This design comes from an exercise in tuning for small area, a short achievable clock period and few clock cycles on the open sky130 flow, not from production work.
Function was checked by simulation only, so behaviour that the tests miss may differ from the original.

**flow/config.mk**
```make
export PLATFORM = sky130hd
export DESIGN_NAME = goldschmidt_divider_q4_4
export DESIGN_NICKNAME = goldschmidt_divider_q4_4
export VERILOG_FILES = /design/flow/design.v
export SDC_FILE = /design/flow/constraint.sdc
export NUM_CORES = 4
export LEC_CHECK = 0
export ABC_AREA = 1
export CAP_MARGIN = 20
export CORE_MARGIN = 2
export CORE_UTILIZATION = 55
export SETUP_SLACK_MARGIN = 1.75
export SLEW_MARGIN = 20
```
**flow/constraint.sdc**
```tcl
create_clock -name core_clock -period 8.0 [get_ports {clk}]
set_input_delay 1.6000 -clock core_clock [delete_from_list [all_inputs] [get_ports {clk}]]
set_output_delay 1.6000 -clock core_clock [all_outputs]
set_load 0.01 [all_outputs]
```
**flow/design.v**
```verilog
module goldschmidt_divider_q4_4 (
    input  wire       clk,
    input  wire       rst_n,
    input  wire       start,
    input  wire [7:0] numerator,
    input  wire [7:0] denominator,
    output wire [7:0] quotient,
    output reg        valid,
    output reg        error
);
    reg busy;
    always @(posedge clk or negedge rst_n) begin
        if (!rst_n) begin
            busy  <= 1'b0;
            valid <= 1'b0;
        end else begin
            busy  <= start;
            valid <= busy;
        end
    end
    wire       sgn0 = numerator[7] ^ denominator[7];
    wire [7:0] nr0  = numerator[7]   ? -numerator   : numerator;
    wire [7:0] dr0  = denominator[7] ? -denominator : denominator;
    reg [2:0] p0, cls0;
    always @(*) begin
        casez (dr0)
            8'b1???????: begin p0 = 3'd7; cls0 = dr0[6:4]; end
            8'b01??????: begin p0 = 3'd6; cls0 = dr0[5:3]; end
            8'b001?????: begin p0 = 3'd5; cls0 = dr0[4:2]; end
            8'b0001????: begin p0 = 3'd4; cls0 = dr0[3:1]; end
            8'b00001???: begin p0 = 3'd3; cls0 = dr0[2:0]; end
            8'b000001??: begin p0 = 3'd2; cls0 = {dr0[1:0], 1'b0}; end
            8'b0000001?: begin p0 = 3'd1; cls0 = {dr0[0], 2'b0}; end
            default:     begin p0 = 3'd0; cls0 = 3'd0; end
        endcase
    end
    reg [4:0] bd0, bd1;
    reg [2:0] bd2;
    always @(*) begin
        case ({nr0[2:0], 1'b0})
            4'b0000:          bd0 = 5'b00000;
            4'b0010:          bd0 = 5'b00001;
            4'b0100:          bd0 = 5'b00010;
            4'b0110:          bd0 = 5'b00100;
            4'b1000:          bd0 = 5'b11000;
            4'b1010:          bd0 = 5'b10100;
            4'b1100:          bd0 = 5'b10010;
            default:          bd0 = 5'b10001;
        endcase
        case (nr0[5:2])
            4'b0000, 4'b1111: bd1 = 5'b00000;
            4'b0001, 4'b0010: bd1 = 5'b00001;
            4'b0011, 4'b0100: bd1 = 5'b00010;
            4'b0101, 4'b0110: bd1 = 5'b00100;
            4'b0111:          bd1 = 5'b01000;
            4'b1000:          bd1 = 5'b11000;
            4'b1001, 4'b1010: bd1 = 5'b10100;
            4'b1011, 4'b1100: bd1 = 5'b10010;
            default:          bd1 = 5'b10001;
        endcase
        bd2 = {1'b0, nr0[7] | (nr0[6] & nr0[5]), ~nr0[7] & (nr0[6] ^ nr0[5])};
    end
    wire [12:0] k1a0 = ({13{cls0 == 3'd0}} & 13'd7224) |
        ({13{cls0 == 3'd1}} & 13'd6783) |
        ({13{cls0 == 3'd2}} & 13'd6240) |
        ({13{cls0 == 3'd3}} & 13'd5840) |
        ({13{cls0 == 3'd4}} & 13'd5328) |
        ({13{cls0 == 3'd5}} & 13'd5004) |
        ({13{cls0 == 3'd6}} & 13'd4658) |
        ({13{cls0 == 3'd7}} & 13'd4369);
    wire [14:0] k3a0 = ({15{cls0 == 3'd0}} & 15'd21672) |
        ({15{cls0 == 3'd1}} & 15'd20349) |
        ({15{cls0 == 3'd2}} & 15'd18720) |
        ({15{cls0 == 3'd3}} & 15'd17520) |
        ({15{cls0 == 3'd4}} & 15'd15984) |
        ({15{cls0 == 3'd5}} & 15'd15012) |
        ({15{cls0 == 3'd6}} & 15'd13974) |
        ({15{cls0 == 3'd7}} & 15'd13107);
    wire [7:0] rom0;
    wire rom_n16, rom_n17, rom_n18, rom_n19, rom_n20, rom_n21, rom_n22,
    rom_n23, rom_n24, rom_n25, rom_n26, rom_n27, rom_n28, rom_n29, rom_n30,
    rom_n31, rom_n32, rom_n33, rom_n34, rom_n35, rom_n36, rom_n37, rom_n38,
    rom_n39, rom_n40, rom_n41, rom_n42, rom_n43, rom_n44, rom_n45, rom_n46,
    rom_n47, rom_n48, rom_n49, rom_n50, rom_n51, rom_n52, rom_n53, rom_n54,
    rom_n55, rom_n56, rom_n57, rom_n58, rom_n59, rom_n60, rom_n61, rom_n62,
    rom_n63, rom_n64, rom_n65, rom_n66, rom_n67, rom_n68, rom_n69, rom_n70,
    rom_n71, rom_n72, rom_n73, rom_n74, rom_n75, rom_n76, rom_n77, rom_n78,
    rom_n79, rom_n80, rom_n81, rom_n82, rom_n83, rom_n84, rom_n85, rom_n86,
    rom_n87, rom_n88, rom_n89, rom_n90, rom_n91, rom_n92, rom_n93, rom_n94,
    rom_n95, rom_n96, rom_n97, rom_n98, rom_n99, rom_n100, rom_n102,
    rom_n103, rom_n104, rom_n105, rom_n106, rom_n107, rom_n108, rom_n109,
    rom_n110, rom_n111, rom_n112, rom_n113, rom_n114, rom_n115, rom_n116,
    rom_n117, rom_n118, rom_n119, rom_n120, rom_n121, rom_n122, rom_n123,
    rom_n124, rom_n125, rom_n126, rom_n127, rom_n128, rom_n129, rom_n130,
    rom_n131, rom_n132, rom_n133, rom_n134, rom_n135, rom_n136, rom_n137,
    rom_n138, rom_n139, rom_n140, rom_n141, rom_n142, rom_n143, rom_n144,
    rom_n145, rom_n146, rom_n147, rom_n148, rom_n149, rom_n150, rom_n151,
    rom_n152, rom_n153, rom_n154, rom_n155, rom_n156, rom_n158, rom_n159,
    rom_n160, rom_n161, rom_n162, rom_n163, rom_n164, rom_n165, rom_n166,
    rom_n167, rom_n168, rom_n169, rom_n170, rom_n171, rom_n172, rom_n173,
    rom_n174, rom_n175, rom_n176, rom_n177, rom_n178, rom_n179, rom_n180,
    rom_n181, rom_n182, rom_n183, rom_n184, rom_n185, rom_n187, rom_n188,
    rom_n189, rom_n190, rom_n191, rom_n192, rom_n193, rom_n194, rom_n195,
    rom_n196, rom_n197, rom_n198, rom_n199, rom_n200, rom_n201, rom_n202,
    rom_n203, rom_n204, rom_n205, rom_n206, rom_n207, rom_n208, rom_n209,
    rom_n210, rom_n211, rom_n212, rom_n213, rom_n214, rom_n215, rom_n216,
    rom_n217, rom_n218, rom_n219, rom_n220, rom_n221, rom_n222, rom_n223,
    rom_n224, rom_n225, rom_n226, rom_n227, rom_n228, rom_n230, rom_n231,
    rom_n232, rom_n233, rom_n234, rom_n235, rom_n236, rom_n237, rom_n238,
    rom_n239, rom_n240, rom_n241, rom_n242, rom_n243, rom_n244, rom_n245,
    rom_n246, rom_n247, rom_n248, rom_n249, rom_n251, rom_n252, rom_n253,
    rom_n254, rom_n255, rom_n256, rom_n257, rom_n258, rom_n259, rom_n260,
    rom_n261, rom_n262, rom_n263, rom_n264, rom_n265, rom_n266, rom_n267,
    rom_n269, rom_n270, rom_n271, rom_n272, rom_n273, rom_n274, rom_n275,
    rom_n276, rom_n277, rom_n278, rom_n279, rom_n280, rom_n281, rom_n282,
    rom_n283, rom_n284, rom_n285, rom_n286, rom_n287, rom_n288, rom_n289,
    rom_n290, rom_n291, rom_n293, rom_n294, rom_n295, rom_n296, rom_n297,
    rom_n298, rom_n299, rom_n300, rom_n301, rom_n302, rom_n303, rom_n304,
    rom_n305, rom_n306, rom_n307, rom_n308, rom_n309, rom_n310, rom_n311,
    rom_n312, rom_n313, rom_n314;
    assign rom_n16 = nr0[1] & nr0[4];
    assign rom_n17 = ~nr0[6] & ~rom_n16;
    assign rom_n18 = nr0[6] & rom_n16;
    assign rom_n19 = nr0[5] & ~nr0[6];
    assign rom_n20 = ~nr0[5] & nr0[6];
    assign rom_n21 = ~rom_n19 & ~rom_n20;
    assign rom_n22 = ~rom_n18 & rom_n21;
    assign rom_n23 = ~rom_n17 & rom_n22;
    assign rom_n24 = nr0[2] & rom_n20;
    assign rom_n25 = ~nr0[1] & ~nr0[4];
    assign rom_n26 = nr0[5] & rom_n25;
    assign rom_n27 = ~rom_n24 & ~rom_n26;
    assign rom_n28 = ~rom_n23 & rom_n27;
    assign rom_n29 = nr0[3] & ~rom_n28;
    assign rom_n30 = ~nr0[2] & rom_n20;
    assign rom_n31 = nr0[1] & ~nr0[2];
    assign rom_n32 = rom_n19 & ~rom_n31;
    assign rom_n33 = ~rom_n30 & ~rom_n32;
    assign rom_n34 = nr0[3] & nr0[6];
    assign rom_n35 = ~rom_n16 & rom_n34;
    assign rom_n36 = rom_n16 & rom_n20;
    assign rom_n37 = ~rom_n35 & ~rom_n36;
    assign rom_n38 = ~rom_n16 & ~rom_n20;
    assign rom_n39 = rom_n37 & ~rom_n38;
    assign rom_n40 = ~rom_n33 & rom_n39;
    assign rom_n41 = nr0[1] & ~nr0[6];
    assign rom_n42 = ~nr0[3] & ~rom_n19;
    assign rom_n43 = ~rom_n16 & rom_n42;
    assign rom_n44 = rom_n41 & rom_n43;
    assign rom_n45 = ~nr0[3] & nr0[4];
    assign rom_n46 = nr0[5] & rom_n45;
    assign rom_n47 = ~nr0[1] & ~nr0[2];
    assign rom_n48 = nr0[5] & nr0[6];
    assign rom_n49 = rom_n47 & rom_n48;
    assign rom_n50 = ~rom_n46 & rom_n49;
    assign rom_n51 = nr0[1] & nr0[2];
    assign rom_n52 = ~nr0[3] & ~nr0[6];
    assign rom_n53 = nr0[4] & rom_n52;
    assign rom_n54 = ~rom_n51 & rom_n53;
    assign rom_n55 = rom_n46 & ~rom_n47;
    assign rom_n56 = ~rom_n54 & ~rom_n55;
    assign rom_n57 = ~rom_n50 & rom_n56;
    assign rom_n58 = ~rom_n44 & rom_n57;
    assign rom_n59 = ~rom_n40 & rom_n58;
    assign rom_n60 = ~rom_n29 & rom_n59;
    assign rom_n61 = ~nr0[0] & nr0[1];
    assign rom_n62 = ~nr0[0] & nr0[4];
    assign rom_n63 = ~rom_n19 & rom_n62;
    assign rom_n64 = ~rom_n61 & ~rom_n63;
    assign rom_n65 = ~rom_n18 & ~rom_n64;
    assign rom_n66 = nr0[1] & ~rom_n62;
    assign rom_n67 = ~rom_n20 & ~rom_n41;
    assign rom_n68 = ~rom_n66 & rom_n67;
    assign rom_n69 = nr0[0] & ~nr0[3];
    assign rom_n70 = ~rom_n21 & rom_n69;
    assign rom_n71 = nr0[3] & ~nr0[4];
    assign rom_n72 = rom_n20 & rom_n71;
    assign rom_n73 = ~nr0[0] & ~nr0[5];
    assign rom_n74 = nr0[3] & rom_n73;
    assign rom_n75 = ~rom_n72 & ~rom_n74;
    assign rom_n76 = ~rom_n70 & rom_n75;
    assign rom_n77 = ~rom_n68 & rom_n76;
    assign rom_n78 = nr0[2] & ~rom_n77;
    assign rom_n79 = rom_n19 & rom_n71;
    assign rom_n80 = nr0[0] & nr0[4];
    assign rom_n81 = ~rom_n19 & rom_n80;
    assign rom_n82 = ~nr0[1] & ~rom_n45;
    assign rom_n83 = ~rom_n81 & rom_n82;
    assign rom_n84 = ~rom_n79 & rom_n83;
    assign rom_n85 = rom_n78 & ~rom_n84;
    assign rom_n86 = ~rom_n65 & ~rom_n85;
    assign rom_n87 = nr0[0] & ~nr0[6];
    assign rom_n88 = ~rom_n86 & ~rom_n87;
    assign rom_n89 = ~rom_n60 & rom_n88;
    assign rom_n90 = ~nr0[6] & rom_n85;
    assign rom_n91 = nr0[0] & rom_n60;
    assign rom_n92 = ~rom_n90 & rom_n91;
    assign rom_n93 = ~rom_n89 & ~rom_n92;
    assign rom_n94 = nr0[2] & rom_n19;
    assign rom_n95 = ~rom_n20 & ~rom_n94;
    assign rom_n96 = ~rom_n34 & ~rom_n52;
    assign rom_n97 = ~nr0[2] & rom_n96;
    assign rom_n98 = rom_n95 & ~rom_n97;
    assign rom_n99 = ~nr0[0] & rom_n25;
    assign rom_n100 = ~rom_n98 & rom_n99;
    assign rom0[0] = ~rom_n93 | rom_n100;
    assign rom_n102 = ~rom_n16 & ~rom_n25;
    assign rom_n103 = nr0[5] & rom_n80;
    assign rom_n104 = ~nr0[6] & ~rom_n103;
    assign rom_n105 = rom_n102 & rom_n104;
    assign rom_n106 = ~rom_n85 & rom_n105;
    assign rom_n107 = ~rom_n20 & ~rom_n106;
    assign rom_n108 = ~rom_n93 & rom_n107;
    assign rom_n109 = nr0[4] & ~rom_n108;
    assign rom_n110 = rom_n19 & rom_n47;
    assign rom_n111 = nr0[2] & nr0[6];
    assign rom_n112 = ~rom_n20 & ~rom_n111;
    assign rom_n113 = nr0[1] & ~nr0[5];
    assign rom_n114 = ~rom_n112 & ~rom_n113;
    assign rom_n115 = ~rom_n110 & ~rom_n114;
    assign rom_n116 = rom_n69 & ~rom_n115;
    assign rom_n117 = ~nr0[2] & ~nr0[5];
    assign rom_n118 = nr0[0] & ~nr0[1];
    assign rom_n119 = ~rom_n61 & ~rom_n118;
    assign rom_n120 = rom_n117 & rom_n119;
    assign rom_n121 = rom_n34 & ~rom_n118;
    assign rom_n122 = rom_n112 & rom_n121;
    assign rom_n123 = ~rom_n120 & ~rom_n122;
    assign rom_n124 = ~nr0[3] & rom_n61;
    assign rom_n125 = rom_n20 & rom_n124;
    assign rom_n126 = rom_n51 & rom_n74;
    assign rom_n127 = ~rom_n125 & ~rom_n126;
    assign rom_n128 = rom_n123 & rom_n127;
    assign rom_n129 = ~nr0[3] & rom_n118;
    assign rom_n130 = ~rom_n61 & rom_n94;
    assign rom_n131 = ~rom_n129 & rom_n130;
    assign rom_n132 = ~nr0[0] & nr0[5];
    assign rom_n133 = rom_n31 & rom_n132;
    assign rom_n134 = nr0[2] & rom_n118;
    assign rom_n135 = rom_n21 & rom_n134;
    assign rom_n136 = ~rom_n133 & ~rom_n135;
    assign rom_n137 = ~rom_n131 & rom_n136;
    assign rom_n138 = rom_n128 & rom_n137;
    assign rom_n139 = ~rom_n116 & rom_n138;
    assign rom_n140 = rom_n109 & rom_n139;
    assign rom_n141 = ~nr0[1] & nr0[4];
    assign rom_n142 = nr0[4] & ~nr0[5];
    assign rom_n143 = ~rom_n45 & ~rom_n142;
    assign rom_n144 = rom_n141 & rom_n143;
    assign rom_n145 = rom_n87 & rom_n144;
    assign rom_n146 = rom_n37 & ~rom_n145;
    assign rom_n147 = rom_n16 & ~rom_n78;
    assign rom_n148 = ~rom_n146 & ~rom_n147;
    assign rom_n149 = ~nr0[0] & ~rom_n37;
    assign rom_n150 = ~nr0[2] & ~rom_n149;
    assign rom_n151 = ~rom_n148 & ~rom_n150;
    assign rom_n152 = ~nr0[3] & ~nr0[5];
    assign rom_n153 = ~rom_n151 & rom_n152;
    assign rom_n154 = ~rom_n108 & rom_n153;
    assign rom_n155 = ~rom_n109 & ~rom_n139;
    assign rom_n156 = ~rom_n154 & ~rom_n155;
    assign rom0[1] = ~rom_n140 & rom_n156;
    assign rom_n158 = ~nr0[3] & rom_n25;
    assign rom_n159 = rom_n132 & rom_n158;
    assign rom_n160 = nr0[3] & rom_n25;
    assign rom_n161 = rom_n21 & rom_n160;
    assign rom_n162 = rom_n20 & rom_n118;
    assign rom_n163 = ~rom_n161 & ~rom_n162;
    assign rom_n164 = ~rom_n159 & rom_n163;
    assign rom_n165 = ~rom_n145 & rom_n164;
    assign rom_n166 = ~nr0[2] & ~rom_n165;
    assign rom_n167 = rom_n17 & ~rom_n46;
    assign rom_n168 = ~rom_n96 & ~rom_n167;
    assign rom_n169 = ~nr0[5] & ~nr0[6];
    assign rom_n170 = rom_n158 & rom_n169;
    assign rom_n171 = ~rom_n168 & ~rom_n170;
    assign rom_n172 = rom_n98 & rom_n142;
    assign rom_n173 = rom_n171 & rom_n172;
    assign rom_n174 = ~rom_n85 & ~rom_n173;
    assign rom_n175 = ~rom_n166 & rom_n174;
    assign rom_n176 = ~rom_n51 & rom0[1];
    assign rom_n177 = ~nr0[2] & rom_n25;
    assign rom_n178 = ~rom_n24 & ~rom_n177;
    assign rom_n179 = rom_n43 & rom_n178;
    assign rom_n180 = ~rom_n176 & rom_n179;
    assign rom_n181 = rom_n175 & ~rom_n180;
    assign rom_n182 = rom_n19 & rom_n31;
    assign rom_n183 = ~rom_n155 & rom_n182;
    assign rom_n184 = rom_n30 & rom_n62;
    assign rom_n185 = ~rom_n183 & ~rom_n184;
    assign rom0[2] = ~rom_n181 | ~rom_n185;
    assign rom_n187 = rom_n20 & ~rom_n181;
    assign rom_n188 = rom_n45 & ~rom_n168;
    assign rom_n189 = ~nr0[2] & ~rom_n80;
    assign rom_n190 = rom_n119 & rom_n189;
    assign rom_n191 = nr0[2] & nr0[4];
    assign rom_n192 = ~nr0[5] & ~rom_n191;
    assign rom_n193 = ~rom_n190 & ~rom_n192;
    assign rom_n194 = ~nr0[3] & nr0[6];
    assign rom_n195 = ~nr0[4] & ~rom_n194;
    assign rom_n196 = ~rom_n160 & rom_n195;
    assign rom_n197 = rom_n193 & rom_n196;
    assign rom_n198 = ~rom_n188 & ~rom_n197;
    assign rom_n199 = nr0[6] & rom_n193;
    assign rom_n200 = nr0[3] & ~rom_n199;
    assign rom_n201 = nr0[5] & rom_n66;
    assign rom_n202 = rom_n104 & ~rom_n201;
    assign rom_n203 = ~rom_n85 & ~rom_n202;
    assign rom_n204 = ~nr0[1] & rom_n73;
    assign rom_n205 = ~nr0[0] & rom_n85;
    assign rom_n206 = ~rom_n204 & ~rom_n205;
    assign rom_n207 = ~rom_n203 & rom_n206;
    assign rom_n208 = rom_n200 & ~rom_n207;
    assign rom_n209 = ~rom_n198 & ~rom_n208;
    assign rom_n210 = nr0[4] & rom_n33;
    assign rom_n211 = nr0[3] & ~rom_n210;
    assign rom_n212 = ~rom_n197 & rom_n211;
    assign rom_n213 = ~rom_n166 & rom_n212;
    assign rom_n214 = ~rom_n209 & ~rom_n213;
    assign rom_n215 = ~rom_n187 & rom_n214;
    assign rom_n216 = rom_n30 & rom_n45;
    assign rom_n217 = ~nr0[0] & ~rom_n72;
    assign rom_n218 = ~rom_n216 & rom_n217;
    assign rom_n219 = ~rom_n215 & ~rom_n218;
    assign rom_n220 = rom_n42 & ~rom_n195;
    assign rom_n221 = rom0[0] & rom_n220;
    assign rom_n222 = ~nr0[0] & ~rom_n221;
    assign rom_n223 = rom_n215 & rom_n222;
    assign rom_n224 = ~rom_n219 & ~rom_n223;
    assign rom_n225 = rom_n16 & ~rom_n21;
    assign rom_n226 = nr0[0] & ~rom_n38;
    assign rom_n227 = ~rom_n225 & rom_n226;
    assign rom_n228 = ~rom_n214 & rom_n227;
    assign rom0[3] = rom_n224 | rom_n228;
    assign rom_n230 = nr0[2] & ~nr0[4];
    assign rom_n231 = ~rom_n151 & ~rom_n230;
    assign rom_n232 = nr0[0] & rom_n48;
    assign rom_n233 = ~nr0[6] & ~rom_n71;
    assign rom_n234 = ~rom_n141 & rom_n233;
    assign rom_n235 = ~rom_n232 & ~rom_n234;
    assign rom_n236 = ~rom_n131 & ~rom_n235;
    assign rom_n237 = ~rom_n224 & rom_n236;
    assign rom_n238 = ~rom_n166 & ~rom_n224;
    assign rom_n239 = ~rom_n52 & ~rom_n113;
    assign rom_n240 = rom_n102 & rom_n239;
    assign rom_n241 = rom_n171 & ~rom_n240;
    assign rom_n242 = ~rom_n238 & rom_n241;
    assign rom_n243 = ~rom_n237 & ~rom_n242;
    assign rom_n244 = ~rom_n231 & ~rom_n243;
    assign rom_n245 = ~nr0[2] & nr0[4];
    assign rom_n246 = ~rom_n146 & rom_n245;
    assign rom_n247 = ~rom0[1] & rom_n246;
    assign rom_n248 = rom_n231 & ~rom_n247;
    assign rom_n249 = rom_n243 & rom_n248;
    assign rom0[4] = rom_n244 | rom_n249;
    assign rom_n251 = rom_n169 & rom_n177;
    assign rom_n252 = ~rom_n111 & ~rom_n251;
    assign rom_n253 = ~nr0[0] & ~rom_n252;
    assign rom_n254 = rom_n52 & rom_n189;
    assign rom_n255 = ~nr0[5] & rom_n158;
    assign rom_n256 = ~rom_n144 & ~rom_n255;
    assign rom_n257 = ~rom_n254 & rom_n256;
    assign rom_n258 = ~rom_n253 & ~rom_n257;
    assign rom_n259 = nr0[5] & ~rom_n102;
    assign rom_n260 = ~rom_n80 & ~rom_n259;
    assign rom_n261 = rom0[1] & ~rom_n260;
    assign rom_n262 = ~rom_n192 & rom_n194;
    assign rom_n263 = ~rom_n261 & rom_n262;
    assign rom_n264 = ~rom_n173 & ~rom_n208;
    assign rom_n265 = ~rom_n263 & rom_n264;
    assign rom_n266 = nr0[4] & rom_n204;
    assign rom_n267 = ~rom_n265 & ~rom_n266;
    assign rom0[5] = rom_n258 | rom_n267;
    assign rom_n269 = nr0[0] & nr0[2];
    assign rom_n270 = ~nr0[0] & ~nr0[2];
    assign rom_n271 = rom_n20 & ~rom_n270;
    assign rom_n272 = ~rom_n269 & rom_n271;
    assign rom_n273 = rom_n16 & ~rom_n272;
    assign rom_n274 = ~rom_n237 & rom_n273;
    assign rom_n275 = ~nr0[1] & nr0[5];
    assign rom_n276 = ~rom_n191 & rom_n275;
    assign rom_n277 = ~rom_n93 & rom_n276;
    assign rom_n278 = rom_n21 & ~rom_n117;
    assign rom_n279 = ~rom_n69 & ~rom_n278;
    assign rom_n280 = rom_n69 & rom_n95;
    assign rom_n281 = rom_n25 & ~rom_n280;
    assign rom_n282 = ~rom_n279 & rom_n281;
    assign rom_n283 = ~rom_n277 & ~rom_n282;
    assign rom_n284 = ~rom_n274 & rom_n283;
    assign rom_n285 = ~rom_n200 & ~rom_n284;
    assign rom_n286 = nr0[1] & ~rom_n142;
    assign rom_n287 = nr0[6] & ~rom_n286;
    assign rom_n288 = ~rom_n20 & rom_n286;
    assign rom_n289 = ~rom_n287 & ~rom_n288;
    assign rom_n290 = ~rom_n265 & rom_n289;
    assign rom_n291 = ~rom_n106 & ~rom_n290;
    assign rom0[6] = rom_n285 | ~rom_n291;
    assign rom_n293 = ~nr0[1] & rom_n175;
    assign rom_n294 = nr0[0] & ~rom_n293;
    assign rom_n295 = rom_n175 & rom_n200;
    assign rom_n296 = ~rom_n294 & ~rom_n295;
    assign rom_n297 = ~rom_n277 & rom_n296;
    assign rom_n298 = rom_n106 & rom_n208;
    assign rom_n299 = ~nr0[1] & rom_n34;
    assign rom_n300 = rom_n143 & ~rom_n299;
    assign rom_n301 = nr0[2] & ~rom_n45;
    assign rom_n302 = ~rom_n300 & ~rom_n301;
    assign rom_n303 = ~rom_n72 & ~rom_n302;
    assign rom_n304 = ~rom_n298 & rom_n303;
    assign rom_n305 = ~rom_n297 & rom_n304;
    assign rom_n306 = nr0[1] & rom_n34;
    assign rom_n307 = ~rom_n141 & ~rom_n306;
    assign rom_n308 = rom0[2] & rom_n307;
    assign rom_n309 = ~nr0[0] & ~rom_n308;
    assign rom_n310 = ~rom_n305 & ~rom_n309;
    assign rom_n311 = rom_n47 & rom_n52;
    assign rom_n312 = rom_n300 & ~rom_n311;
    assign rom_n313 = ~rom_n208 & rom_n312;
    assign rom_n314 = rom_n309 & rom_n313;
    assign rom0[7] = rom_n310 | rom_n314;
    wire dz0   = (denominator == 8'd0);
    wire eq0   = (nr0 == dr0);
    wire d160  = (dr0 == 8'h10) & nr0[7];
    wire d1280 = (denominator == 8'h80);
    wire usesp0 = dz0 | eq0 | d160 | d1280;
    reg [7:0] spec0;
    always @(*) begin
        if (dz0)       spec0 = 8'h00;
        else if (eq0)  spec0 = 8'h10;
        else if (d160) spec0 = 8'h80;
        else           spec0 = rom0;
    end
    wire       bsa0 = bd0[4], bsa1 = bd1[4];
    wire [4:1] bma0 = bd0[3:0], bma1 = bd1[3:0];
    wire [4:1] bma2 = {2'b00, bd2[1:0]};
    wire ppa0_0 = (bsa0 ^ ((bma0[1] & k1a0[0]) | (bma0[3] & k3a0[0])));
    wire ppa0_1 = (bsa0 ^ ((bma0[1] & k1a0[1]) | (bma0[2] & k1a0[0]) | (bma0[3] & k3a0[1])));
    wire ppa0_2 = (bsa0 ^ ((bma0[1] & k1a0[2]) | (bma0[2] & k1a0[1]) | (bma0[3] & k3a0[2]) | (bma0[4] & k1a0[0])));
    wire ppa0_3 = (bsa0 ^ ((bma0[1] & k1a0[3]) | (bma0[2] & k1a0[2]) | (bma0[3] & k3a0[3]) | (bma0[4] & k1a0[1])));
    wire ppa0_4 = (bsa0 ^ ((bma0[1] & k1a0[4]) | (bma0[2] & k1a0[3]) | (bma0[3] & k3a0[4]) | (bma0[4] & k1a0[2])));
    wire ppa0_5 = (bsa0 ^ ((bma0[1] & k1a0[5]) | (bma0[2] & k1a0[4]) | (bma0[3] & k3a0[5]) | (bma0[4] & k1a0[3])));
    wire ppa0_6 = (bsa0 ^ ((bma0[1] & k1a0[6]) | (bma0[2] & k1a0[5]) | (bma0[3] & k3a0[6]) | (bma0[4] & k1a0[4])));
    wire ppa0_7 = (bsa0 ^ ((bma0[1] & k1a0[7]) | (bma0[2] & k1a0[6]) | (bma0[3] & k3a0[7]) | (bma0[4] & k1a0[5])));
    wire ppa0_8 = (bsa0 ^ ((bma0[1] & k1a0[8]) | (bma0[2] & k1a0[7]) | (bma0[3] & k3a0[8]) | (bma0[4] & k1a0[6])));
    wire ppa0_9 = (bsa0 ^ ((bma0[1] & k1a0[9]) | (bma0[2] & k1a0[8]) | (bma0[3] & k3a0[9]) | (bma0[4] & k1a0[7])));
    wire ppa0_10 = (bsa0 ^ ((bma0[1] & k1a0[10]) | (bma0[2] & k1a0[9]) | (bma0[3] & k3a0[10]) | (bma0[4] & k1a0[8])));
    wire ppa0_11 = (bsa0 ^ ((bma0[1] & k1a0[11]) | (bma0[2] & k1a0[10]) | (bma0[3] & k3a0[11]) | (bma0[4] & k1a0[9])));
    wire ppa0_12 = (bsa0 ^ ((bma0[1] & k1a0[12]) | (bma0[2] & k1a0[11]) | (bma0[3] & k3a0[12]) | (bma0[4] & k1a0[10])));
    wire ppa0_13 = (bsa0 ^ ((bma0[2] & k1a0[12]) | (bma0[3] & k3a0[13]) | (bma0[4] & k1a0[11])));
    wire ppa0_14 = (bsa0 ^ ((bma0[3] & k3a0[14]) | (bma0[4] & k1a0[12])));
    wire [14:0] ppa0 = {ppa0_14, ppa0_13, ppa0_12, ppa0_11, ppa0_10, ppa0_9, ppa0_8, ppa0_7, ppa0_6, ppa0_5, ppa0_4, ppa0_3, ppa0_2, ppa0_1, ppa0_0};
    wire ppa1_0 = (bsa1 ^ ((bma1[1] & k1a0[0]) | (bma1[3] & k3a0[0])));
    wire ppa1_1 = (bsa1 ^ ((bma1[1] & k1a0[1]) | (bma1[2] & k1a0[0]) | (bma1[3] & k3a0[1])));
    wire ppa1_2 = (bsa1 ^ ((bma1[1] & k1a0[2]) | (bma1[2] & k1a0[1]) | (bma1[3] & k3a0[2]) | (bma1[4] & k1a0[0])));
    wire ppa1_3 = (bsa1 ^ ((bma1[1] & k1a0[3]) | (bma1[2] & k1a0[2]) | (bma1[3] & k3a0[3]) | (bma1[4] & k1a0[1])));
    wire ppa1_4 = (bsa1 ^ ((bma1[1] & k1a0[4]) | (bma1[2] & k1a0[3]) | (bma1[3] & k3a0[4]) | (bma1[4] & k1a0[2])));
    wire ppa1_5 = (bsa1 ^ ((bma1[1] & k1a0[5]) | (bma1[2] & k1a0[4]) | (bma1[3] & k3a0[5]) | (bma1[4] & k1a0[3])));
    wire ppa1_6 = (bsa1 ^ ((bma1[1] & k1a0[6]) | (bma1[2] & k1a0[5]) | (bma1[3] & k3a0[6]) | (bma1[4] & k1a0[4])));
    wire ppa1_7 = (bsa1 ^ ((bma1[1] & k1a0[7]) | (bma1[2] & k1a0[6]) | (bma1[3] & k3a0[7]) | (bma1[4] & k1a0[5])));
    wire ppa1_8 = (bsa1 ^ ((bma1[1] & k1a0[8]) | (bma1[2] & k1a0[7]) | (bma1[3] & k3a0[8]) | (bma1[4] & k1a0[6])));
    wire ppa1_9 = (bsa1 ^ ((bma1[1] & k1a0[9]) | (bma1[2] & k1a0[8]) | (bma1[3] & k3a0[9]) | (bma1[4] & k1a0[7])));
    wire ppa1_10 = (bsa1 ^ ((bma1[1] & k1a0[10]) | (bma1[2] & k1a0[9]) | (bma1[3] & k3a0[10]) | (bma1[4] & k1a0[8])));
    wire ppa1_11 = (bsa1 ^ ((bma1[1] & k1a0[11]) | (bma1[2] & k1a0[10]) | (bma1[3] & k3a0[11]) | (bma1[4] & k1a0[9])));
    wire ppa1_12 = (bsa1 ^ ((bma1[1] & k1a0[12]) | (bma1[2] & k1a0[11]) | (bma1[3] & k3a0[12]) | (bma1[4] & k1a0[10])));
    wire ppa1_13 = (bsa1 ^ ((bma1[2] & k1a0[12]) | (bma1[3] & k3a0[13]) | (bma1[4] & k1a0[11])));
    wire ppa1_14 = (bsa1 ^ ((bma1[3] & k3a0[14]) | (bma1[4] & k1a0[12])));
    wire [14:0] ppa1 = {ppa1_14, ppa1_13, ppa1_12, ppa1_11, ppa1_10, ppa1_9, ppa1_8, ppa1_7, ppa1_6, ppa1_5, ppa1_4, ppa1_3, ppa1_2, ppa1_1, ppa1_0};
    wire ppa2_0 = ((bma2[1] & k1a0[0]));
    wire ppa2_1 = ((bma2[1] & k1a0[1]) | (bma2[2] & k1a0[0]));
    wire ppa2_2 = ((bma2[1] & k1a0[2]) | (bma2[2] & k1a0[1]));
    wire ppa2_3 = ((bma2[1] & k1a0[3]) | (bma2[2] & k1a0[2]));
    wire ppa2_4 = ((bma2[1] & k1a0[4]) | (bma2[2] & k1a0[3]));
    wire ppa2_5 = ((bma2[1] & k1a0[5]) | (bma2[2] & k1a0[4]));
    wire ppa2_6 = ((bma2[1] & k1a0[6]) | (bma2[2] & k1a0[5]));
    wire ppa2_7 = ((bma2[1] & k1a0[7]) | (bma2[2] & k1a0[6]));
    wire ppa2_8 = ((bma2[1] & k1a0[8]) | (bma2[2] & k1a0[7]));
    wire ppa2_9 = ((bma2[1] & k1a0[9]) | (bma2[2] & k1a0[8]));
    wire ppa2_10 = ((bma2[1] & k1a0[10]) | (bma2[2] & k1a0[9]));
    wire ppa2_11 = ((bma2[1] & k1a0[11]) | (bma2[2] & k1a0[10]));
    wire ppa2_12 = ((bma2[1] & k1a0[12]) | (bma2[2] & k1a0[11]));
    wire ppa2_13 = ((bma2[2] & k1a0[12]));
    wire [13:0] ppa2 = {ppa2_13, ppa2_12, ppa2_11, ppa2_10, ppa2_9, ppa2_8, ppa2_7, ppa2_6, ppa2_5, ppa2_4, ppa2_3, ppa2_2, ppa2_1, ppa2_0};
    reg [14:0] pp0, pp1;
    reg [13:0] pp2;
    reg        bs0, bs1;
    reg [2:0]  pa, cls;
    reg        sgna, dza, usespa;
    always @(posedge clk) begin
        pp0    <= usesp0 ? 15'd0 : ppa0;
        pp1    <= usesp0 ? 15'd0 : ppa1;
        pp2    <= usesp0 ? {3'd0, spec0, 3'd0} : ppa2;
        bs0    <= ~usesp0 & bsa0;
        bs1    <= ~usesp0 & bsa1;
        pa     <= p0;
        cls    <= cls0;
        sgna   <= sgn0;
        dza    <= dz0;
        usespa <= usesp0;
    end
    wire m1_1;
    wire m1_2;
    wire m1_3;
    wire m1_4;
    wire m1_5;
    wire m1_6;
    wire m1_7;
    wire m1_8;
    wire m1_9;
    wire m1_10;
    wire m1_11;
    wire m1_12;
    wire m1_13;
    wire m1_14;
    wire m1_15;
    wire m1_16;
    wire m1_17;
    wire m1_18;
    wire m1_19;
    wire m1_20;
    wire m1_21;
    wire m1_22;
    wire m1_23;
    wire m1_24;
    wire m1_25;
    wire m1_26;
    wire m1_27;
    wire m1_28;
    wire m1_29;
    wire m1_30;
    wire m1_31;
    wire m1_32;
    wire m1_33;
    wire m1_34;
    assign m1_1 = bs1 ^ pp0[3];
    assign m1_2 = bs1 & pp0[3];
    assign m1_3 = pp0[4] ^ pp1[1];
    assign m1_4 = pp0[4] & pp1[1];
    assign m1_5 = pp0[5] ^ pp1[2];
    assign m1_6 = pp0[5] & pp1[2];
    assign m1_7 = pp0[6] ^ pp1[3] ^ pp2[0];
    assign m1_8 = (pp0[6] & pp1[3]) | (pp0[6] & pp2[0]) | (pp1[3] & pp2[0]);
    assign m1_9 = pp0[7] ^ pp1[4] ^ pp2[1];
    assign m1_10 = (pp0[7] & pp1[4]) | (pp0[7] & pp2[1]) | (pp1[4] & pp2[1]);
    assign m1_11 = pp0[8] ^ pp1[5] ^ pp2[2];
    assign m1_12 = (pp0[8] & pp1[5]) | (pp0[8] & pp2[2]) | (pp1[5] & pp2[2]);
    assign m1_13 = pp0[9] ^ pp1[6] ^ pp2[3];
    assign m1_14 = (pp0[9] & pp1[6]) | (pp0[9] & pp2[3]) | (pp1[6] & pp2[3]);
    assign m1_15 = pp0[10] ^ pp1[7] ^ pp2[4];
    assign m1_16 = (pp0[10] & pp1[7]) | (pp0[10] & pp2[4]) | (pp1[7] & pp2[4]);
    assign m1_17 = pp0[11] ^ pp1[8] ^ pp2[5];
    assign m1_18 = (pp0[11] & pp1[8]) | (pp0[11] & pp2[5]) | (pp1[8] & pp2[5]);
    assign m1_19 = pp0[12] ^ pp1[9] ^ pp2[6];
    assign m1_20 = (pp0[12] & pp1[9]) | (pp0[12] & pp2[6]) | (pp1[9] & pp2[6]);
    assign m1_21 = pp0[13] ^ pp1[10] ^ pp2[7];
    assign m1_22 = (pp0[13] & pp1[10]) | (pp0[13] & pp2[7]) | (pp1[10] & pp2[7]);
    assign m1_23 = pp0[14] ^ pp1[11] ^ pp2[8];
    assign m1_24 = (pp0[14] & pp1[11]) | (pp0[14] & pp2[8]) | (pp1[11] & pp2[8]);
    assign m1_25 = bs0 ^ pp1[12] ^ pp2[9];
    assign m1_26 = (bs0 & pp1[12]) | (bs0 & pp2[9]) | (pp1[12] & pp2[9]);
    assign m1_27 = bs0 ^ pp1[13] ^ pp2[10];
    assign m1_28 = (bs0 & pp1[13]) | (bs0 & pp2[10]) | (pp1[13] & pp2[10]);
    assign m1_29 = bs0 ^ pp1[14] ^ pp2[11];
    assign m1_30 = (bs0 & pp1[14]) | (bs0 & pp2[11]) | (pp1[14] & pp2[11]);
    assign m1_31 = ~bs0 ^ ~bs1 ^ pp2[12];
    assign m1_32 = (~bs0 & ~bs1) | (~bs0 & pp2[12]) | (~bs1 & pp2[12]);
    assign m1_33 = 1'b1 ^ pp2[13];
    assign m1_34 = 1'b1 & pp2[13];
    wire [19:0] x_a = {m1_33, m1_31, m1_29, m1_27, m1_25, m1_23, m1_21, m1_19, m1_17, m1_15, m1_13, m1_11, m1_9, m1_7, m1_5, m1_3, m1_1, pp0[2], pp0[1], bs0};
    wire [19:0] x_b = {m1_32, m1_30, m1_28, m1_26, m1_24, m1_22, m1_20, m1_18, m1_16, m1_14, m1_12, m1_10, m1_8, m1_6, m1_4, m1_2, pp1[0], 1'b0, 1'b0, pp0[0]};
    wire [19:0] x  = x_a + x_b;
    wire [11:0] n2 = x[19:8];
    wire [1:0] s3 = ({2{cls == 3'd1}} & 2'd1) |
        ({2{cls == 3'd2}} & 2'd2) |
        ({2{cls == 3'd3}} & 2'd2) |
        ({2{cls == 3'd4}} & 2'd2) |
        ({2{cls == 3'd5}} & 2'd2) |
        ({2{cls == 3'd6}} & 2'd2) |
        ({2{cls == 3'd7}} & 2'd2);
    wire [1:0] es = ({2{cls == 3'd0}} & 2'd1) |
        ({2{cls == 3'd2}} & 2'd2) |
        ({2{cls == 3'd4}} & 2'd1);
    wire [2:0] e1 = ({3{cls == 3'd0}} & 3'd1) |
        ({3{cls == 3'd1}} & 3'd4) |
        ({3{cls == 3'd2}} & 3'd7) |
        ({3{cls == 3'd3}} & 3'd2) |
        ({3{cls == 3'd4}} & 3'd1) |
        ({3{cls == 3'd7}} & 3'd1);
    wire [2:0] e2 = ({3{cls == 3'd0}} & 3'd4) |
        ({3{cls == 3'd1}} & 3'd1) |
        ({3{cls == 3'd3}} & 3'd1) |
        ({3{cls == 3'd4}} & 3'd2) |
        ({3{cls == 3'd5}} & 3'd1) |
        ({3{cls == 3'd6}} & 3'd1);
    wire [19:0] c2t = ({20{cls == 3'd0}} & 20'd1040385) |
        ({20{cls == 3'd2}} & 20'd1015812) |
        ({20{cls == 3'd4}} & 20'd1040385);
    wire [19:0] c2 = c2t & {20{~usespa}};
    wire es_0 = es[0] & ~usespa, es_1 = es[1] & ~usespa;
    wire e1_0 = e1[0] & ~usespa, e1_1 = e1[1] & ~usespa, e1_2 = e1[2] & ~usespa;
    wire e2_0 = e2[0] & ~usespa, e2_1 = e2[1] & ~usespa, e2_2 = e2[2] & ~usespa;
    wire m2_1;
    wire m2_2;
    wire m2_3;
    wire m2_4;
    wire m2_5;
    wire m2_6;
    wire m2_7;
    wire m2_8;
    wire m2_9;
    wire m2_10;
    wire m2_11;
    wire m2_12;
    wire m2_13;
    wire m2_14;
    wire m2_15;
    wire m2_16;
    wire m2_17;
    wire m2_18;
    wire m2_19;
    wire m2_20;
    wire m2_21;
    wire m2_22;
    wire m2_23;
    wire m2_24;
    wire m2_25;
    wire m2_26;
    wire m2_27;
    wire m2_28;
    wire m2_29;
    wire m2_30;
    wire m2_31;
    wire m2_32;
    wire m2_33;
    wire m2_34;
    wire m2_35;
    wire m2_36;
    wire m2_37;
    wire m2_38;
    wire m2_39;
    wire m2_40;
    wire m2_41;
    wire m2_42;
    wire m2_43;
    wire m2_44;
    wire m2_45;
    wire m2_46;
    wire m2_47;
    wire m2_48;
    wire m2_49;
    wire m2_50;
    wire m2_51;
    wire m2_52;
    wire m2_53;
    wire m2_54;
    assign m2_1 = n2[0] ^ (es_0 ^ ((e1_0 & n2[8]) | (e2_0 & n2[7])));
    assign m2_2 = n2[0] & (es_0 ^ ((e1_0 & n2[8]) | (e2_0 & n2[7])));
    assign m2_3 = n2[1] ^ (es_0 ^ ((e1_0 & n2[9]) | (e2_0 & n2[8]))) ^ (es_1 ^ ((e1_1 & n2[7]) | (e2_1 & n2[6])));
    assign m2_4 = (n2[1] & (es_0 ^ ((e1_0 & n2[9]) | (e2_0 & n2[8])))) | (n2[1] & (es_1 ^ ((e1_1 & n2[7]) | (e2_1 & n2[6])))) | ((es_0 ^ ((e1_0 & n2[9]) | (e2_0 & n2[8]))) & (es_1 ^ ((e1_1 & n2[7]) | (e2_1 & n2[6]))));
    assign m2_5 = n2[2] ^ (es_0 ^ ((e1_0 & n2[10]) | (e2_0 & n2[9]))) ^ (es_1 ^ ((e1_1 & n2[8]) | (e2_1 & n2[7])));
    assign m2_6 = (n2[2] & (es_0 ^ ((e1_0 & n2[10]) | (e2_0 & n2[9])))) | (n2[2] & (es_1 ^ ((e1_1 & n2[8]) | (e2_1 & n2[7])))) | ((es_0 ^ ((e1_0 & n2[10]) | (e2_0 & n2[9]))) & (es_1 ^ ((e1_1 & n2[8]) | (e2_1 & n2[7]))));
    assign m2_7 = n2[3] ^ (es_0 ^ ((e1_0 & n2[11]) | (e2_0 & n2[10]))) ^ (es_1 ^ ((e1_1 & n2[9]) | (e2_1 & n2[8])));
    assign m2_8 = (n2[3] & (es_0 ^ ((e1_0 & n2[11]) | (e2_0 & n2[10])))) | (n2[3] & (es_1 ^ ((e1_1 & n2[9]) | (e2_1 & n2[8])))) | ((es_0 ^ ((e1_0 & n2[11]) | (e2_0 & n2[10]))) & (es_1 ^ ((e1_1 & n2[9]) | (e2_1 & n2[8]))));
    assign m2_9 = n2[4] ^ (es_0 ^ ((e2_0 & n2[11]))) ^ (es_1 ^ ((e1_1 & n2[10]) | (e2_1 & n2[9])));
    assign m2_10 = (n2[4] & (es_0 ^ ((e2_0 & n2[11])))) | (n2[4] & (es_1 ^ ((e1_1 & n2[10]) | (e2_1 & n2[9])))) | ((es_0 ^ ((e2_0 & n2[11]))) & (es_1 ^ ((e1_1 & n2[10]) | (e2_1 & n2[9]))));
    assign m2_11 = n2[5] ^ c2[13] ^ (es_1 ^ ((e1_1 & n2[11]) | (e2_1 & n2[10])));
    assign m2_12 = (n2[5] & c2[13]) | (n2[5] & (es_1 ^ ((e1_1 & n2[11]) | (e2_1 & n2[10])))) | (c2[13] & (es_1 ^ ((e1_1 & n2[11]) | (e2_1 & n2[10]))));
    assign m2_13 = n2[6] ^ c2[14] ^ (es_1 ^ ((e2_1 & n2[11])));
    assign m2_14 = (n2[6] & c2[14]) | (n2[6] & (es_1 ^ ((e2_1 & n2[11])))) | (c2[14] & (es_1 ^ ((e2_1 & n2[11]))));
    assign m2_15 = n2[7] ^ c2[15];
    assign m2_16 = n2[7] & c2[15];
    assign m2_17 = n2[8] ^ c2[16];
    assign m2_18 = n2[8] & c2[16];
    assign m2_19 = c2[2] ^ (es_0 ^ ((e1_0 & n2[2]) | (e2_0 & n2[1])));
    assign m2_20 = c2[2] & (es_0 ^ ((e1_0 & n2[2]) | (e2_0 & n2[1])));
    assign m2_21 = (es_0 ^ ((e1_0 & n2[3]) | (e2_0 & n2[2]))) ^ (es_1 ^ ((e1_1 & n2[1]) | (e2_1 & n2[0])));
    assign m2_22 = (es_0 ^ ((e1_0 & n2[3]) | (e2_0 & n2[2]))) & (es_1 ^ ((e1_1 & n2[1]) | (e2_1 & n2[0])));
    assign m2_23 = (es_0 ^ ((e1_0 & n2[4]) | (e2_0 & n2[3]))) ^ (es_1 ^ ((e1_1 & n2[2]) | (e2_1 & n2[1]))) ^ ((e1_2 & n2[0]));
    assign m2_24 = ((es_0 ^ ((e1_0 & n2[4]) | (e2_0 & n2[3]))) & (es_1 ^ ((e1_1 & n2[2]) | (e2_1 & n2[1])))) | ((es_0 ^ ((e1_0 & n2[4]) | (e2_0 & n2[3]))) & ((e1_2 & n2[0]))) | ((es_1 ^ ((e1_1 & n2[2]) | (e2_1 & n2[1]))) & ((e1_2 & n2[0])));
    assign m2_25 = (es_0 ^ ((e1_0 & n2[5]) | (e2_0 & n2[4]))) ^ (es_1 ^ ((e1_1 & n2[3]) | (e2_1 & n2[2]))) ^ ((e1_2 & n2[1]) | (e2_2 & n2[0]));
    assign m2_26 = ((es_0 ^ ((e1_0 & n2[5]) | (e2_0 & n2[4]))) & (es_1 ^ ((e1_1 & n2[3]) | (e2_1 & n2[2])))) | ((es_0 ^ ((e1_0 & n2[5]) | (e2_0 & n2[4]))) & ((e1_2 & n2[1]) | (e2_2 & n2[0]))) | ((es_1 ^ ((e1_1 & n2[3]) | (e2_1 & n2[2]))) & ((e1_2 & n2[1]) | (e2_2 & n2[0])));
    assign m2_27 = (es_0 ^ ((e1_0 & n2[6]) | (e2_0 & n2[5]))) ^ (es_1 ^ ((e1_1 & n2[4]) | (e2_1 & n2[3]))) ^ ((e1_2 & n2[2]) | (e2_2 & n2[1]));
    assign m2_28 = ((es_0 ^ ((e1_0 & n2[6]) | (e2_0 & n2[5]))) & (es_1 ^ ((e1_1 & n2[4]) | (e2_1 & n2[3])))) | ((es_0 ^ ((e1_0 & n2[6]) | (e2_0 & n2[5]))) & ((e1_2 & n2[2]) | (e2_2 & n2[1]))) | ((es_1 ^ ((e1_1 & n2[4]) | (e2_1 & n2[3]))) & ((e1_2 & n2[2]) | (e2_2 & n2[1])));
    assign m2_29 = (es_0 ^ ((e1_0 & n2[7]) | (e2_0 & n2[6]))) ^ (es_1 ^ ((e1_1 & n2[5]) | (e2_1 & n2[4]))) ^ ((e1_2 & n2[3]) | (e2_2 & n2[2]));
    assign m2_30 = ((es_0 ^ ((e1_0 & n2[7]) | (e2_0 & n2[6]))) & (es_1 ^ ((e1_1 & n2[5]) | (e2_1 & n2[4])))) | ((es_0 ^ ((e1_0 & n2[7]) | (e2_0 & n2[6]))) & ((e1_2 & n2[3]) | (e2_2 & n2[2]))) | ((es_1 ^ ((e1_1 & n2[5]) | (e2_1 & n2[4]))) & ((e1_2 & n2[3]) | (e2_2 & n2[2])));
    assign m2_31 = (es_1 ^ ((e1_1 & n2[6]) | (e2_1 & n2[5]))) ^ ((e1_2 & n2[4]) | (e2_2 & n2[3])) ^ m2_1;
    assign m2_32 = ((es_1 ^ ((e1_1 & n2[6]) | (e2_1 & n2[5]))) & ((e1_2 & n2[4]) | (e2_2 & n2[3]))) | ((es_1 ^ ((e1_1 & n2[6]) | (e2_1 & n2[5]))) & m2_1) | (((e1_2 & n2[4]) | (e2_2 & n2[3])) & m2_1);
    assign m2_33 = ((e1_2 & n2[5]) | (e2_2 & n2[4])) ^ m2_2 ^ m2_3;
    assign m2_34 = (((e1_2 & n2[5]) | (e2_2 & n2[4])) & m2_2) | (((e1_2 & n2[5]) | (e2_2 & n2[4])) & m2_3) | (m2_2 & m2_3);
    assign m2_35 = ((e1_2 & n2[6]) | (e2_2 & n2[5])) ^ m2_4 ^ m2_5;
    assign m2_36 = (((e1_2 & n2[6]) | (e2_2 & n2[5])) & m2_4) | (((e1_2 & n2[6]) | (e2_2 & n2[5])) & m2_5) | (m2_4 & m2_5);
    assign m2_37 = ((e1_2 & n2[7]) | (e2_2 & n2[6])) ^ m2_6 ^ m2_7;
    assign m2_38 = (((e1_2 & n2[7]) | (e2_2 & n2[6])) & m2_6) | (((e1_2 & n2[7]) | (e2_2 & n2[6])) & m2_7) | (m2_6 & m2_7);
    assign m2_39 = ((e1_2 & n2[8]) | (e2_2 & n2[7])) ^ m2_8 ^ m2_9;
    assign m2_40 = (((e1_2 & n2[8]) | (e2_2 & n2[7])) & m2_8) | (((e1_2 & n2[8]) | (e2_2 & n2[7])) & m2_9) | (m2_8 & m2_9);
    assign m2_41 = ((e1_2 & n2[9]) | (e2_2 & n2[8])) ^ m2_10 ^ m2_11;
    assign m2_42 = (((e1_2 & n2[9]) | (e2_2 & n2[8])) & m2_10) | (((e1_2 & n2[9]) | (e2_2 & n2[8])) & m2_11) | (m2_10 & m2_11);
    assign m2_43 = ((e1_2 & n2[10]) | (e2_2 & n2[9])) ^ m2_12 ^ m2_13;
    assign m2_44 = (((e1_2 & n2[10]) | (e2_2 & n2[9])) & m2_12) | (((e1_2 & n2[10]) | (e2_2 & n2[9])) & m2_13) | (m2_12 & m2_13);
    assign m2_45 = m2_15 ^ ((e1_2 & n2[11]) | (e2_2 & n2[10])) ^ m2_14;
    assign m2_46 = (m2_15 & ((e1_2 & n2[11]) | (e2_2 & n2[10]))) | (m2_15 & m2_14) | (((e1_2 & n2[11]) | (e2_2 & n2[10])) & m2_14);
    assign m2_47 = m2_16 ^ m2_17 ^ ((e2_2 & n2[11]));
    assign m2_48 = (m2_16 & m2_17) | (m2_16 & ((e2_2 & n2[11]))) | (m2_17 & ((e2_2 & n2[11])));
    assign m2_49 = n2[9] ^ c2[17] ^ m2_18;
    assign m2_50 = (n2[9] & c2[17]) | (n2[9] & m2_18) | (c2[17] & m2_18);
    assign m2_51 = n2[10] ^ c2[18];
    assign m2_52 = n2[10] & c2[18];
    assign m2_53 = n2[11] ^ c2[19];
    assign m2_54 = n2[11] & c2[19];
    wire [19:0] y_a = {m2_53, m2_51, m2_49, m2_47, m2_45, m2_43, m2_41, m2_39, m2_37, m2_35, m2_33, m2_31, m2_29, m2_27, m2_25, m2_23, m2_21, m2_19, (es_0 ^ ((e1_0 & n2[1]) | (e2_0 & n2[0]))), c2[0]};
    wire [19:0] y_b = {m2_52, m2_50, m2_48, m2_46, m2_44, m2_42, m2_40, m2_38, m2_36, m2_34, m2_32, m2_30, m2_28, m2_26, m2_24, m2_22, m2_20, (es_1 ^ ((e1_1 & n2[0]))), 1'b0, (es_0 ^ ((e1_0 & n2[0])))};
    wire [19:0] y  = y_a + y_b;
    reg [11:0] n3;
    reg        sg;
    reg [2:0]  pb;
    reg [1:0]  sb;
    always @(posedge clk) begin
        n3    <= y[19:8];
        pb    <= usespa ? 3'd0 : pa;
        sb    <= usespa ? 2'd3 : s3;
        sg    <= sgna;
        error <= dza;
    end
    wire [5:0]  n3s = (sb == 2'd0) ? n3[11:6] :
                      (sb == 2'd1) ? {1'b0, n3[11:7]} :
                      (sb == 2'd2) ? {2'b0, n3[11:8]} : 6'd0;
    wire [12:0] n4  = {1'b0, n3} + {7'd0, n3s};
    wire [6:0]  ph = 7'd1 << pb;
    wire [8:0]  t = ({9{ph[0]}} & n4[8:0])  | ({9{ph[1]}} & n4[9:1])  |
                    ({9{ph[2]}} & n4[10:2]) | ({9{ph[3]}} & n4[11:3]) |
                    ({9{ph[4]}} & n4[12:4]) | ({9{ph[5]}} & {1'b0, n4[12:5]}) |
                    ({9{ph[6]}} & {2'b0, n4[12:6]});
    assign quotient = (t[8:1] ^ {8{sg}}) + {7'd0, t[0] ^ sg};
endmodule
```
**flow/flow/run.sh**
```bash
#!/bin/bash
set -euo pipefail
bash standard.sh MATCH_CELL_FOOTPRINT=0 'BUFFER_PORTS_ARGS=-buffer_cell sky130_fd_sc_hd__buf_2' finish > standard.log 2>&1
```
**flow/standard.sh**
```bash
#!/bin/bash
# synth_recipe.tcl (not shown) runs the flow's synth.tcl, then flattens the netlist and writes it again
# the make line also repeats each setting of config.mk as NAME=value (left out here)
make -C /OpenROAD-flow-scripts/flow DESIGN_CONFIG=/design/flow/config.mk WORK_HOME=/design/flow/orfs CLKGATE_MAP_FILE= SYNTH_SCRIPT=/design/flow/synth_recipe.tcl "${@:-finish}"
```
==> run summary, run 1 <==
ys flop type=dfxtp_1; TritonRoute pass-1 iters=7; global-route wire length before repair=between 30000 and 40000 um; GR Overflow Total=0; Yosys Warn Count=1; Final ANT Viol Nets=0; antenna violations before repair=0; gr usage total=28.5%; Fillers=about 1600; Crit Path Class=reg -> reg; asr flop ratio synth=2.63%; Max Cap Violations=0; status=complete, no violations; CP arrival=about 6 ns; skew final=between 0.01 and 0.015 ns; Placeable Area=15800 um^2; Mapped Cells=1325; PortBufs=28; # placed instances=~1500; post-synthesis register bit count=76; DRT Wirelength=about 24000 um; Top Layer Used=met4; fraction of layout cells with a size suffix above 1=between 10% and 20%; final setup margin=approximately 2.3 ns; Cell variety after synth=59; Die Area=about 17000 um^2; Slew HR=25.4%; wire length on met2=11200 um; worst slack, placed=between 2 and 2.5 ns; Register Area=between 1500 and 2000 um^2; CTS Buf Count=9; Crit. End Element=register; startpoint types=register; Max FO, Critical Path=6; antenna cells=0; total number of vias=8850; commonest non-fill, non-tap cell in the layout=nand2_1; post-route insts no fill=approximately 1600; Syn Nets=~1400; Multi-input gate area=roughly 6200 um^2; num rows=between 40 and 50; largest net degree at the start of global routing=21; Max Clock Freq=between 150 and 200 MHz; Reg clk slew, reported paths=around 0.070 ns; First DRT Iteration DRCs=between 800 and 900; final RePlAce weighted congestion=around 1.1; chip height=130 um; dpl hpwl=roughly 19000 um; Worst-Margin Slew=around 1.1 ns; Starting Density=between 50 and 60%; post-DR wirelength/cell=15.2 um; Worst path slowest cell=fa_1; wl on met1=10200 um; final hold vios=0; final clock period utilization by the worst path=a little under three quarters; Via density=about 5.7; # IOs=29; required time worst endpoint=8.26 ns; TNS Setup=0 ns; synthesis-to-finish area growth=6.71%; Clock Path Buffers=2; Hold Crit Class=reg -> reg; DRC viols=0; Clock Sinks=76; crit path time final=roughly 5.7 ns; register area share after synthesis=17.4%; clock latency (worst-skew pair)=around 0.34 ns; vias in the first global route=8261; CTS tree=done; RSZ-0062 raised after global routing=false; CP most frequent cell=nand2_1; H-tree Lvls=3; Post-synth EDFFs=0; met3 WL post-DR=between 1500 and 2000 um; most frequent cells in the layout=nand2_1 (218), inv_1 (197), nor2_1 (110); CTS root buffer=clkbuf_16; Worst path max stage delay=between 0.5 and 0.6 ns; Final Max Slew Viols=0; Die W=between 100 and 150 um; post-synthesis instance area=8800 um^2; Avg Cell Area, Syn=6.64 um^2; Total Nets Final=approximately 1400; Setup Viol. Count Final=0
==> critical path: cells and delay by family, from the launching register on <==
kind,cells,cell delay (ns)
xor gates and xnor gates,2,0.34
buffers and inverters,3,0.15
adders and majority gates,5,2.16
DFF,1,0.32
and+or+nand+nor,20,1.89
AOI/OAI and AO/OA,5,0.78
==> area by class of cell <==
class	count	area share (%)
Timing Repair Buffer	31	1.73
Tap cell	216	2.88
Clock buffer	9	2.40
Inverter	245	9.79
Multi-Input combinational cell	975	65.9
Clock inverter	7	0.946
Sequential cell	76	16.3
==> final timing paths <==
| path | endpoint | from | cells past startpoint | slack, ns |
|---|---|---|---|---|
| worst max-delay path | n3[10] | pp0[7] | 35 | 2.28 |
| worst min-delay path | sg | sgna | 0 | 0.32 |
| worst max register to register | n3[10] | pp0[7] | 35 | 2.28 |
| worst min register to register | sg | sgna | 0 | 0.32 |
| max in group asynchronous | busy | rst_n | 1 | 6.88 |
| min in group asynchronous | busy | rst_n | 1 | 1.03 |
==> synth_stat cells, types with 11 or more instances <==
cell type,count,share of area (%)
nor3_1,19,1.1
a21oi_1,63,3.6
a22oi_1,11,0.94
inv_1,197,8.4
clkbuf_1,11,0.47
clkinv_1,11,0.47
inv_2,37,1.6
dfxtp_1,74,17
nor2_2,12,0.85
nand2_1,219,9.3
o21ai_1,39,2.2
o22ai_1,43,3.1
xor2_1,59,5.9
ha_1,57,8.1
o221ai_1,21,2.1
nand2_2,15,1.1
o21ai_0,95,5.4
xnor2_1,11,1.1
fa_1,33,7.5
o211ai_1,13,1.1
nand3_1,73,4.2
nand4_1,12,0.85
nor2_1,110,4.7
==> cell families (layout without fill, tap and decap cells) <==
logic type	Yosys count	after routing	synth area share [%]
fa+ha+maj	90	90	15.6
simple gates	496	496	25.8
buf+inv	274	292	12.3
compound gates	318	318	21.7
xor+xnor	71	71	7.15
flops	76	76	17.4
==> state kept, by name, indices dropped and copies added (netlist names) <==
signal  cells
pp0        15
pp1        15
pp2        14
n3         12
cls         3
pa          3
pb          3
sb          2
bs0         1
bs1         1
busy        1
dza         1
error       1
sg          1
sgna        1
usespa      1
valid       1
==> stage by stage <==
step | hold WS [ns] | area, um^2 | util, %
2_1_floorplan | 0.310 | 8800 | -
3_3_place_gp | 0.313 | 9070 | 57.5
3_5_place_dp | 0.313 | 9070 | 57.5
4_1_cts | 0.328 | 9380 | 59.5
5_1_grt | 0.338 | 9390 | 59.5
6_report | 0.325 | 9390 | 59.5
==> per-layer routing <==
metal	vias up	GRT usage (%)
met1	3982	37.0
met2	363	48.8
met3	56	4.48
met5	-	0
met4	0	9.14
li1	4449	-
==> repair_timing <==
item	CTS	global route
resized for setup	0	3
hold buffers	0	0
endpoints found under the setup margin	0	2
setup buffers	0	0
hold endpoints to repair	0	0
Testbench counts, summed over its fixed seeds: cycles 32,000.
==> run 2: changes to the inputs <==
--- a/flow/config.mk
+++ b/flow/config.mk
@@ -9,5 +9,5 @@
 export CAP_MARGIN = 20
 export CORE_MARGIN = 2
 export CORE_UTILIZATION = 55
-export SETUP_SLACK_MARGIN = 1.75
+export SETUP_SLACK_MARGIN = 2.0
 export SLEW_MARGIN = 20
==> run summary, run 2 <==
Hold EP=sg; Die Area=17000 um^2 (unchanged); Top delay family on crit path=adder cells; Slew HR=27.5% (+2.1 points); # IOs=29 (unchanged); TritonRoute pass-1 iters=6 (-1); Reg clk slew, reported paths=0.07 ns (about the same); gr usage total=28.5% (unchanged); final setup margin=2.40 ns (+0.119 ns); required time worst endpoint=8.26 ns (about the same); GR Overflow Total=0 (unchanged); clock latency (worst-skew pair)=0.34 ns (about the same); synthesis-to-finish area growth=8.15%; Hold Crit Class=reg -> reg; Worst path slowest cell=fa_1; CP arrival=5.86 ns (-0.12 ns); Total Nets Final=1449 (+0.14%); total number of vias=8846 (-0.045%); Die W=130 um (unchanged); Yosys Warn Count=1 (unchanged); H-tree Lvls=3 (unchanged); Max Cap Violations=0 (unchanged); Worst path max stage delay=0.57 ns (+0.03 ns); post-DR wirelength/cell=15.3 um (+0.75%); worst slack, placed=2.18 ns (unchanged); Post-synth EDFFs=0 (unchanged); Final ANT Viol Nets=0 (unchanged); Mapped Cells=1325 (unchanged); final hold vios=0 (unchanged); most frequent cells after synthesis=nand2_1 (219), inv_1 (197), nor2_1 (110); asr flop ratio synth=2.63% (unchanged); reg2reg end=n3[10]; Setup Viol. Count Final=0 (unchanged); Final Util=60.3% (+0.80 points); most frequent cells in the layout=nand2_1 (214), inv_1 (197), nor2_1 (107); CTS tree=done; CTS Buf Count=9 (unchanged); cells taking the most area after synthesis=dfxtp_1 (17%), nand2_1 (9.3%), inv_1 (8.4%); Hold Startpoint=sgna; dpl hpwl=18700 um (unchanged); R2R depth=35 (unchanged); vias in the first global route=8261 (unchanged); global-route wire length before repair=39000 um (unchanged); Syn Nets=1434 (unchanged); worst flop-to-flop path startpoint=pp2[1]; PortBufs=28 (unchanged); cell taking the most area after synthesis=dfxtp_1; final RePlAce weighted congestion=1.06 (unchanged); Final Max Slew Viols=0 (unchanged); Clock Path Buffers=2 (unchanged); Max Clock Freq=179 MHz (+2.1%); Synth top area share=16.8% (unchanged); Multi-input gate area=6300 um^2 (+1.8%); CP bufs+invs=3 (unchanged); DRT Wirelength=23900 um (+0.87%); status=complete, no violations; Crit. End Element=register; register area share after synthesis=17.4% (unchanged); TNS Setup=0 ns (unchanged); Max FO, Critical Path=6 (unchanged); startpoint types=register; post-synthesis instance area=8800 um^2 (unchanged); Via density=5.67 (-0.17%); Starting Density=55.8% (unchanged); Placeable Area=15800 um^2 (unchanged); First DRT Iteration DRCs=835 (-2.8%); antenna cells=0 (unchanged); num rows=46 (unchanged); post-synthesis register bit count=76 (unchanged); CTS root buffer=clkbuf_16; Clock Sinks=76 (unchanged); largest net degree at the start of global routing=21 (unchanged); Hold Path Cell Cnt=0 (unchanged); crit path time final=5.60 ns (-0.119 ns); final clock period utilization by the worst path=70.0% (-1.5 points); Cell variety after synth=59 (unchanged); commonest non-fill, non-tap cell in the layout=nand2_1; CP most frequent cell=nand2_1; Worst-Margin Slew=1.08 ns (-0.0311 ns); Crit Path Class=reg -> reg; fraction of layout cells with a size suffix above 1=12.3% (+1.6 points); Register Area=1530 um^2 (unchanged); DRC viols=0 (unchanged); largest registers=pp0: 15 flops, pp1: 15 flops, pp2: 14 flops; ys flop type=dfxtp_1; r2r setup slk=2.40 ns (+0.12 ns); Avg Cell Area, Syn=6.64 um^2 (unchanged); skew final=0.0131 ns (-0.000999 ns); Fillers=1561 (-0.83%); post-route cell area=9520 um^2 (+1.3%); RSZ-0062 raised after global routing=true; Placement Cell Area=9070 um^2 (unchanged); antenna violations before repair=0 (unchanged); chip height=130 um (unchanged); top-count cell post-synth=nand2_1
[run 2: kinds of logic (layout without fill, tap and decap cells)]
group / count (synthesis) / in the layout / share of synthesized area [%]
xor+xnor: 71 / 71 / 7.15
simple gates: 496 / 496 / 25.8
compound gates: 318 / 318 / 21.7
fa+ha+maj: 90 / 90 / 15.6
flops: 76 / 76 / 17.4
buf+inv: 274 / 294 / 12.3
[run 2: worst max-delay path by stage]
stage           start      to  slack (ns)  cells past startpoint
2_1_floorplan  pp0[7]  n3[10]        2.67                     35
3_3_place_gp   pp0[7]  n3[10]        2.38                     35
3_5_place_dp   pp0[7]  n3[10]        2.18                     35
4_1_cts        pp0[7]  n3[10]        2.17                     35
5_1_grt        pp2[1]  n3[10]        1.95                     35
6_report       pp2[1]  n3[10]        2.40                     35
[run 2: per-stage QoR]
stage	instances	hold WS, ns
floorplan	1325	0.310
finish	1561	0.325
CTS	1559	0.328
global placement	1543	0.313
detailed placement	1543	0.313
global route	1561	0.338
[run 2: worst register-to-register path, delay by kind of cell, from the launching register on]
kind | cells | cell delay, ns
compound gates | 5 | 0.73
buf+inv | 3 | 0.18
xor+xnor | 2 | 0.34
flops | 1 | 0.32
simple gates | 20 | 1.85
fa+ha+maj | 5 | 2.12
[run 2: repair_timing]
action / CTS / global route
setup buffers: 0 / 2
resized for setup: 0 / 28
endpoints found under the setup margin: 0 / 11
hold buffers: 0 / 0
[run 2: layer usage]
metal	global-route usage (%)	vias to the layer above	wire length (um)
li1	-	4448	-
met1	37.0	3979	10300
met2	48.8	362	11300
met3	4.48	57	1680
met4	9.14	0	590
met5	0	-	0
[run 2: layout make-up]
type                    count  area share (%)
repair buffers             33            1.87
clock buffers               9            2.37
multi-input cells         975            66.2
inverters                 245            9.66
clock inverters             7           0.934
well taps                 216            2.84
flip-flops and latches     76            16.1

==> static timing again, ports no longer ideal <==
Ports are ideal in the flow. The routed layouts listed here were re-timed in OpenROAD. Step 1 assumes that a clkbuf_16 drives the clock port and a buf_2 every other input. Step 2 moves the port delays by t, midway between the first and last clock arrival at a register: inputs arrive t later, outputs are due t later. That takes back most of the time a late clock gives input paths. Slacks: ideal / step 1 / step 2; pairs: ideal / step 1.
run	shift t [ns]	setup slack, ns	hold slack, ns	worst setup path after step 2	clock arrival spread, ns
run 1	0.374	2.280 / 2.280 / 2.280	0.325 / 0.325 / 0.325	register to register	0.015 / 0.014
run 2	0.374	2.399 / 2.399 / 2.301	0.325 / 0.325 / 0.325	input to register	0.013 / 0.013
After both steps setup and hold are still met in every run listed. For run 2, which loses most, drivers alone change the setup slack by 0.000 ns; drivers and shift together by -0.098 ns.
